Source: an optimization exercise on an open RTL-to-GDS flow (aim: small area). Production flows keep margins and buffers that such runs may drop.
At most, simulation tests tie the RTL to the original design; equivalence was not proved.
The clock port is modelled as an ideal driver, which makes a skipped or thinned clock tree look cheaper than it is; a real chip needs a root buffer or a tree.
Power and IR drop assume default switching activity.

==> flow/design.v <==
module top_level
  (input wire clk, reset,
   input wire [7:0] d,
   output wire servo, pwm,
   output wire [7:0] leds
  );
  reg [2:0] s_hi;
  reg       s_lo31;
  always @(posedge clk, posedge reset)
    if (reset) begin
      s_hi   <= 3'd0;
      s_lo31 <= 1'b0;
    end else begin
      s_hi   <= d[7:5];
      s_lo31 <= &d[4:0];
    end
  genvar i;
  generate
    for (i = 0; i < 8; i = i + 1) begin : g_leds
      assign leds[i] = (s_hi > i) || ((s_hi == i) && s_lo31);
    end
  endgenerate
  reg [5:0] c;
  reg [5:0] q;
  reg [6:0] a;
  reg [4:0] b;
  wire [11:0] ab = {b, a};
  wire c1  = (~c[0] & c[2] & ~c[3] & c[5]);
  wire c2  = (c[0] & ~c[1] & c[3] & ~c[4]);
  wire c3  = (c[1] & ~c[2] & c[4] & ~c[5]);
  wire c48 = (~c[0] & ~c[1] & c[2] & ~c[4] & c[5]);
  wire q1  = (q[0] & ~q[1] & ~q[2] & ~q[4] & q[5]);
  wire q2  = (~q[0] & q[1] & ~q[2] & ~q[3] & ~q[5]);
  wire q7  = (~q[0] & q[2] & ~q[4] & ~q[5]);
  wire q23 = (~q[0] & ~q[1] & ~q[2] & q[3] & ~q[4]);
  wire qx  = (q[0] & ~q[1] & q[3] & ~q[4] & q[5]) | (q[0] & ~q[1] & q[2] & q[3] & q[4] & ~q[5]);
  wire rt   = c1 & q1;                         
  wire fire = rt & (ab[0] & ab[1] & ab[2] & ~ab[3] & ~ab[4] & ab[5] & ab[6] & ab[7] & ab[8] & ab[9] & ab[10] & ~ab[11]);   
  always @(posedge clk, posedge reset)
    if (reset)
      c <= 6'd51;
    else
      c <= {c[4], c[3], c[2], (c[1] & ~c1), c[0], (c[5] ^ c[0])};
  always @(posedge clk, posedge reset)
    if (reset)
      q <= 6'd52;
    else
      q <= {q[4], q[3], q[2], q[1], q[0], ((q[5] ^ q[0]) & ~q23)};
  always @(posedge clk, posedge reset)
    if (reset) begin
      a <= 7'd105;
      b <= 5'd5;
    end else begin
      a <= {a[5], a[4], a[3], a[2], a[1], a[0], (~(a[6] ^ a[5]) & ~fire)};
      b <= {b[3], (b[2] & ~fire), b[1], b[0], ~(b[4] ^ b[2])};
    end
  reg [1:0] succ;
  reg       servo_reg;
  wire      hit = c48 & ~qx & (d > 8'd75);
  always @(posedge clk, posedge reset)
    if (reset) begin
      succ      <= 2'd0;
      servo_reg <= 1'b0;
    end else if (rt) begin
      succ      <= 2'd0;
      servo_reg <= succ[1] & ~succ[0];
    end else if (hit)
      succ <= {succ[1] | succ[0], ~succ[1]};
  assign servo = servo_reg;
  reg dsel;         
  reg pwm_reg;      
  always @(posedge clk)
    if (fire)
      dsel <= servo_reg;
  wire off1 = c3 & q23 & (~ab[2] & ~ab[3] & ab[6]);
  wire off0 = c3 & q7 & (ab[1] & ~ab[5] & ab[10]);
  always @(posedge clk, posedge reset)
    if (reset)
      pwm_reg <= 1'b0;
    else if (fire)
      pwm_reg <= 1'b1;
    else if (dsel ? off1 : off0)
      pwm_reg <= 1'b0;
  wire first = c2 & q2 & (ab[2] & ~ab[5] & ab[8]);
  assign pwm = pwm_reg & ~first;
endmodule
clock: 20.0 ns
lec_check: 0
cap_margin: 0
core_margin: 2
core_utilization: 70
cts_buf_list: sky130_fd_sc_hd__clkbuf_8
cts_cluster_diameter: 100
cts_cluster_size: 40
slew_margin: 0
standard.sh (not shown) runs the stock make flow with config.mk's settings and CLKGATE_MAP_FILE= SYNTH_SCRIPT=/design/flow/synth_recipe.tcl, a recipe that flattens the netlist after the stock synthesis.
==> flow/flow/run.sh <==
#!/bin/bash
# The standard layout, with one-size-smaller port buffers: every input and
# output port still gets its own buffer, of cell sky130_fd_sc_hd__buf_1.
set -euo pipefail
export BUFFER_PORTS_ARGS="-buffer_cell sky130_fd_sc_hd__buf_1"
bash standard.sh finish > standard_flow.log 2>&1
==> next run, changes <==
==> flow/flow/run.sh (replaced) <==
#!/bin/bash
# The standard layout with smaller port buffers and a flatter clock tree.
set -euo pipefail
export BUFFER_PORTS_ARGS="-buffer_cell sky130_fd_sc_hd__buf_1"
export CTS_ARGS="-sink_clustering_enable -sink_clustering_size 40 -sink_clustering_max_diameter 200 -buf_list sky130_fd_sc_hd__clkbuf_8 -root_buf sky130_fd_sc_hd__clkbuf_8 -dont_use_dummy_load -repair_clock_nets"
bash standard.sh finish > standard_flow.log 2>&1
CTS_BUF_LIST = not set   (was sky130_fd_sc_hd__clkbuf_8)
CTS_CLUSTER_DIAMETER = not set   (was 100)
CTS_CLUSTER_SIZE = not set   (was 40)
Result: The new run finished clean; clock-buffer cell count shrinks by 2; final cell count fell by 2.0%; core utilization shrinks by 1.9 points; synthesized area does not change; design area went down by 2.2%; flip-flop and latch count is unchanged; clock skew went up by 0.0080 ns; via count is lower by 1.5%; power falls by 8.7%; global-route usage came out lower by 2.2 points; register-to-register slack barely changes.
==> next run, changes <==
==> flow/flow/run.sh (replaced) <==
#!/bin/bash
# The standard layout with smaller port buffers and a flatter clock tree.
set -euo pipefail
export BUFFER_PORTS_ARGS="-buffer_cell sky130_fd_sc_hd__buf_1"
export CTS_ARGS="-sink_clustering_enable -sink_clustering_size 40 -sink_clustering_max_diameter 200 -buf_list sky130_fd_sc_hd__clkbuf_4 -root_buf sky130_fd_sc_hd__clkbuf_4 -dont_use_dummy_load -repair_clock_nets"
bash standard.sh finish > standard_flow.log 2>&1
Clock power shrinks by 27%.
Synthesized cell count stays the same.
Die area does not change.
==> next run, changes <==
==> flow/run.sh (new file) <==
#!/bin/bash
# synth_recipe.tcl (not shown) runs the flow's synth.tcl, then flattens the netlist and writes it again
# the make line also repeats each setting of config.mk as NAME=value (left out here)
make -C /OpenROAD-flow-scripts/flow DESIGN_CONFIG=/design/flow/config.mk WORK_HOME=/design/flow/orfs CLKGATE_MAP_FILE= SYNTH_SCRIPT=/design/flow/synth_recipe.tcl finish
CTS_BUF_LIST = sky130_fd_sc_hd__clkbuf_8   (was not set)
CTS_CLUSTER_DIAMETER = 100   (was not set)
CTS_CLUSTER_SIZE = 40   (was not set)
removed: flow/flow/run.sh
removed: flow/standard.sh
=> Sequential cell count does not change; routed wire length went up by roughly a tenth; setup slack loses 0.30 ns; cell area went up by roughly a tenth; non-clock buffer count went down by 1; hold slack is about the same; total power went up by about a fifth; sequential share of layout area went down by 6.2 points.
No run of this note included a check of the RTL's function; only the layout flow was run.

========
## build 29
Another version of the RTL of top_level (not shown whole).
Size: ~92 cells after synthesis, about 33 flip-flops, about 20 I/O pins, ~1200 µm² of cells after synthesis.
Settings: LEC_CHECK=0, CAP_MARGIN=0, CORE_MARGIN=2, CORE_UTILIZATION=40, PLACE_DENSITY=0.7, SLEW_MARGIN=0; clock period 20.0 ns.
==> flow/flow/run.sh <==
#!/bin/bash
# The standard layout, with two changes:
#  - each port's buffer is a sky130_fd_sc_hd__buf_1 (buffer_ports -buffer_cell)
#  - the clock tree is a single clock buffer between the clock port and all
#    registers (flow/cts_hook.tcl, sourced by ORFS before its CTS command)
set -euo pipefail
export BUFFER_PORTS_ARGS="-buffer_cell sky130_fd_sc_hd__buf_1"
export PRE_CTS_TCL="$PWD/flow/cts_hook.tcl"
bash standard.sh finish > standard_flow.log 2>&1
==> flow/flow/cts_hook.tcl <==
# Sourced by ORFS's cts.tcl just before it runs clock_tree_synthesis: the
# design has few registers, so one buffer (buf_12), placed at the centre of
# the registers it drives, replaces the H-tree.
rename clock_tree_synthesis _orfs_clock_tree_synthesis
proc clock_tree_synthesis { args } {
  set block [ord::get_db_block]
  set n 0; set sx 0; set sy 0
  foreach inst [$block getInsts] {
    if { [[$inst getMaster] isSequential] } {
      set bb [$inst getBBox]
      set sx [expr { $sx + ([$bb xMin] + [$bb xMax]) / 2 }]
      set sy [expr { $sy + ([$bb yMin] + [$bb yMax]) / 2 }]
      incr n
    }
  }
  set dbu [$block getDbUnitsPerMicron]
  set x [expr { double($sx) / $n / $dbu }]
  set y [expr { double($sy) / $n / $dbu }]
  puts "cts_hook: one buf_12 for $n registers at ($x, $y)"
  insert_buffer -buffer_cell sky130_fd_sc_hd__buf_12 -net clk -location [list $x $y] -buffer_name clkbuf_root -net_name clk_root
  set_propagated_clock [all_clocks]
}
Build 29 ended with every stage complete and zero timing, DRC or antenna violations.
Modified inputs, build 18 compared to build 29
- a deleted PLACE_DENSITY that had been 0.7
### Flow results
Where via count is concerned, build 29 is outperformed by build 18.
Build 18 improves on build 29 in sum of net half-perimeters after detailed placement.
Comparing build 18 against build 29, there is no change at all in filler-free cell count of the finished design.
Cell area: build 29 vs build 18 identical
Against build 29, build 18 reports a global-route usage that is lower.
Looking at minimum period implied by the final worst setup slack, build 18 sits below build 29.
In the metrics for build 29 and build 18, the one carrying the higher final worst setup slack is build 18.
Synthesis-stage register bit count of build 29 is on par with build 18.
Diff build 29 -> build 18 | routed wirelength normalized by instance count | decrease of about 8%
Build 18 consumes less power than build 29 does.
Of build 29 and build 18, build 29 shows the higher total wire length, with build 18 below it.
Input-level comparison between build 92 and build 18:
- PLACE_DENSITY newly set to 0.9
Findings:
- Of build 18 and build 92, the run reporting the higher cell area was build 18.
- There was hardly any difference in share of power burned in combinational logic between build 92 and build 18.
- Post-detailed-placement cell area: build 18 and build 92 compared, higher one is build 18
- From build 18 to build 92 the numbers moved as follows: static leakage power went down by 0.89%; combinational power down about 3%; switching fraction of total power moved up.
- Comparing build 18 and build 92, the lower areal power density over the cells is on build 18.
- Measured against each other, build 18 and build 92 differ in setup slack at placement, the higher figure coming from build 18.
- The post-route met1 wirelength of build 92 is higher than that of build 18.
- Relative to build 18, pin slew with the least headroom to its limit has increased by 650 ps in build 92.
In every run of this note, the design's own scripts or RTL, not TritonCTS, make the clock network.

========
== the reference run ==
Another version of the RTL of top_level (not shown whole).
Size: about 94 cells after synthesis, about 33 flip-flops, about 20 I/O pins, ~1200 um2 of cells after synthesis.
export LEC_CHECK = 0
export CAP_MARGIN = 0
export CORE_MARGIN = 2
export CORE_UTILIZATION = 40
export PLACE_DENSITY = 0.85
export SLEW_MARGIN = 0
create_clock -name core_clock -period 20.0 [get_ports {clk}]
Scripts as last shown in full above: flow/flow/run.sh, flow/flow/cts_hook.tcl
Input-level comparison between the trial run and the reference run:
- PLACE_DENSITY removed (was 0.85)
==> summary.txt <==
- Number of antenna repair diodes came out exactly the same in the reference run and the trial run.
- Taking the reference run as the reference, in the trial run wire length of the first global-routing pass moved up, power consumption moved down, setup clock skew after layout level, routed wire length on met3 moved up.
In every run of this note, the design's own scripts or RTL, not TritonCTS, make the clock network.

========
## the baseline
top_level, a different RTL version from the one above (not shown whole).
Size: about 96 cells after synthesis, about 33 flip-flops.
Settings: LEC_CHECK=0, CAP_MARGIN=20, CORE_MARGIN=2, CORE_UTILIZATION=70, CTS_BUF_LIST=sky130_fd_sc_hd__clkbuf_4, SLEW_MARGIN=20; clock period 20.0 ns.
run.sh (not shown) runs the stock make flow with config.mk's settings and CLKGATE_MAP_FILE= SYNTH_SCRIPT=/design/flow/synth_recipe.tcl, a recipe that flattens the netlist after the stock synthesis.
Stock flow here: none of the scripts above is used.
The baseline finished all stages; the layout is clean.
### the baseline -> the candidate
# the baseline
export LEC_CHECK = 0
export CAP_MARGIN = 20
export CORE_MARGIN = 2
export CORE_UTILIZATION = 70
export CTS_BUF_LIST = sky130_fd_sc_hd__clkbuf_4
export SLEW_MARGIN = 20
create_clock -name core_clock -period 20.0 [get_ports {clk}]
# the candidate
export LEC_CHECK = 0
export CAP_MARGIN = 20
export CORE_MARGIN = 2
export CORE_UTILIZATION = 40
export SLEW_MARGIN = 20
create_clock -name core_clock -period 20.0 [get_ports {clk}]
The achievable clock frequency reported for the candidate is greater than that of the baseline by about 1.3%.
Relative area change from synthesis to final layout ends up higher on the candidate.
Diff the baseline..the candidate | number of nets in the final layout | unchanged
Taking the candidate as 1.0, the baseline lands at 1.3 on global-route wire length before repair.
The clock period minus worst slack in the candidate was lower than what the baseline gave.
The baseline → the candidate: post-route worst setup slack higher; power after layout saw an increase; count of clock-buffer cells in the layout went up by 1; number of tap instances went up.
The baseline has a higher power density of the placed cells than the candidate.

========
job 5072:
top_level, a different RTL version from the one above (not shown whole).
For scale: about 97 cells after synthesis.
Settings: LEC_CHECK=0, CAP_MARGIN=0, CORE_ASPECT_RATIO=2.5, CORE_MARGIN=2, CORE_UTILIZATION=70, SLEW_MARGIN=0; clock period 20.0 ns.
standard.sh (not shown) runs the stock make flow with config.mk's settings and CLKGATE_MAP_FILE= SYNTH_SCRIPT=/design/flow/synth_recipe.tcl, a recipe that flattens the netlist after the stock synthesis.
==> flow/flow/cts_hook.tcl <==
# Sourced by ORFS's cts.tcl just before it runs clock_tree_synthesis: the
# design has few registers, so one clock buffer, placed at the centre of
# the registers it drives, replaces the H-tree.
rename clock_tree_synthesis _orfs_clock_tree_synthesis
proc clock_tree_synthesis { args } {
  set block [ord::get_db_block]
  set n 0; set sx 0; set sy 0
  foreach inst [$block getInsts] {
    if { [[$inst getMaster] isSequential] } {
      set bb [$inst getBBox]
      set sx [expr { $sx + ([$bb xMin] + [$bb xMax]) / 2 }]
      set sy [expr { $sy + ([$bb yMin] + [$bb yMax]) / 2 }]
      incr n
    }
  }
  set dbu [$block getDbUnitsPerMicron]
  set x [expr { double($sx) / $n / $dbu }]
  set y [expr { double($sy) / $n / $dbu }]
  puts "cts_hook: one sky130_fd_sc_hd__buf_12 for $n registers at ($x, $y)"
  insert_buffer -buffer_cell sky130_fd_sc_hd__buf_12 -net clk -location [list $x $y] -buffer_name clkbuf_root -net_name clk_root
  set_propagated_clock [all_clocks]
}
Scripts as last shown in full above: flow/flow/run.sh
Status: job 5072 FAILED at power grid generation (2_4_floorplan_pdn) (tool error)
diff inputs: job 5072 => job 8468
--- a/flow/flow/cts_hook.tcl
+++ b/flow/flow/cts_hook.tcl
@@ -18,4 +18,4 @@
   set y [expr { double($sy) / $n / $dbu }]
-  puts "cts_hook: one sky130_fd_sc_hd__buf_12 for $n registers at ($x, $y)"
-  insert_buffer -buffer_cell sky130_fd_sc_hd__buf_12 -net clk -location [list $x $y] -buffer_name clkbuf_root -net_name clk_root
+  puts "cts_hook: one sky130_fd_sc_hd__clkbuf_16 for $n registers at ($x, $y)"
+  insert_buffer -buffer_cell sky130_fd_sc_hd__clkbuf_16 -net clk -location [list $x $y] -buffer_name clkbuf_root -net_name clk_root
   set_propagated_clock [all_clocks]
--- a/flow/config.mk
+++ b/flow/config.mk
@@ -8,5 +8,4 @@
 export CAP_MARGIN = 0
-export CORE_ASPECT_RATIO = 2.5
 export CORE_MARGIN = 2
-export CORE_UTILIZATION = 70
+export CORE_UTILIZATION = 85
 export SLEW_MARGIN = 0
- Status: job 8468 FAILED at global placement without I/O (3_1_place_gp_skip_io) (tool error)
- Job 5072 has higher number of cell rows than job 8468.
- Combined area of all synthesized cells: job 8468 vs job 5072 identical
- Die width, job 8468 vs job 5072: up by more than a quarter
[inputs] job 5727 vs job 8468
--- a/flow/flow/cts_hook.tcl
+++ b/flow/flow/cts_hook.tcl
@@ -18,4 +18,4 @@
   set y [expr { double($sy) / $n / $dbu }]
-  puts "cts_hook: one sky130_fd_sc_hd__clkbuf_16 for $n registers at ($x, $y)"
-  insert_buffer -buffer_cell sky130_fd_sc_hd__clkbuf_16 -net clk -location [list $x $y] -buffer_name clkbuf_root -net_name clk_root
+  puts "cts_hook: one sky130_fd_sc_hd__buf_12 for $n registers at ($x, $y)"
+  insert_buffer -buffer_cell sky130_fd_sc_hd__buf_12 -net clk -location [list $x $y] -buffer_name clkbuf_root -net_name clk_root
   set_propagated_clock [all_clocks]
--- a/flow/config.mk
+++ b/flow/config.mk
@@ -8,4 +8,5 @@
 export CAP_MARGIN = 0
+export CORE_ASPECT_RATIO = 0.4
 export CORE_MARGIN = 2
-export CORE_UTILIZATION = 85
+export CORE_UTILIZATION = 70
 export SLEW_MARGIN = 0
### Flow results
- Job 5727 did not run to completion, as it errored out during power grid generation (2_4_floorplan_pdn).
- Against job 8468, floorplan die width in job 5727 rose by more than half.
- As far as proportion of synthesized flip-flops having asynchronous set or reset goes, job 8468 and job 5727 are indistinguishable; the numbers are identical.
- Compared job 5727 vs job 8468, and cell row count is down in job 5727.
- Re mux cell area share after synthesis: no difference whatsoever between job 8468 and job 5727.
- [compare] base=job 8468 new=job 5727: y dimension of the die down about 27%; number of enable-type register cells in the synthesized netlist shows no meaningful change.
No functional check of the RTL was part of any run of this note.

re-timing with driven ports:
No port has a modelled driver above. Below, the same layouts with a new extraction and two added sets of constraints. Step 1 sets driving cells, clkbuf_16 on the clock port and buf_2 on the other inputs (assumed; they add their load-dependent delay and slew). Step 2 adds t to the input delays and takes it off the output delays; t is the mean of the earliest and latest rising clock arrival at the registers after step 1. Input paths then give back, and output paths get back, about the clock's delay inside the block. Slacks: no drivers / after step 1 / after step 2; pairs: no drivers / after step 1.
run | shift t [ns] | setup WS [ns] | worst slew at a driven data input, ns
the first run of note 1 | 0.305 | 14.327 / 14.299 / 14.604 | 0.04
the second run of note 1 | 0.301 | 14.334 / 14.310 / 14.611 | 0.04
the third run of note 1 | 0.351 | 14.276 / 14.256 / 14.607 | 0.04
the fourth run of note 1 | 0.294 | 13.976 / 13.954 / 14.248 | 0.04
build 29 | 0.173 | 14.960 / 14.932 / 15.082 | 0.04
build 18 | 0.174 | 14.995 / 14.961 / 15.091 | 0.03
build 92 | 0.170 | 14.974 / 14.946 / 15.062 | 0.03
the reference run | 0.171 | 14.947 / 14.922 / 14.807 | 0.03
the trial run | 0.173 | 14.973 / 14.943 / 14.829 | 0.03
the baseline | 0.351 | 13.980 / 13.956 / 14.307 | 0.06
the candidate | 0.347 | 14.055 / 14.034 / 14.380 | 0.04
After both steps setup and hold are still met in every run listed. The setup slack of the trial run, which loses most, moves by -0.030 ns with the drivers and by -0.144 ns with both steps.
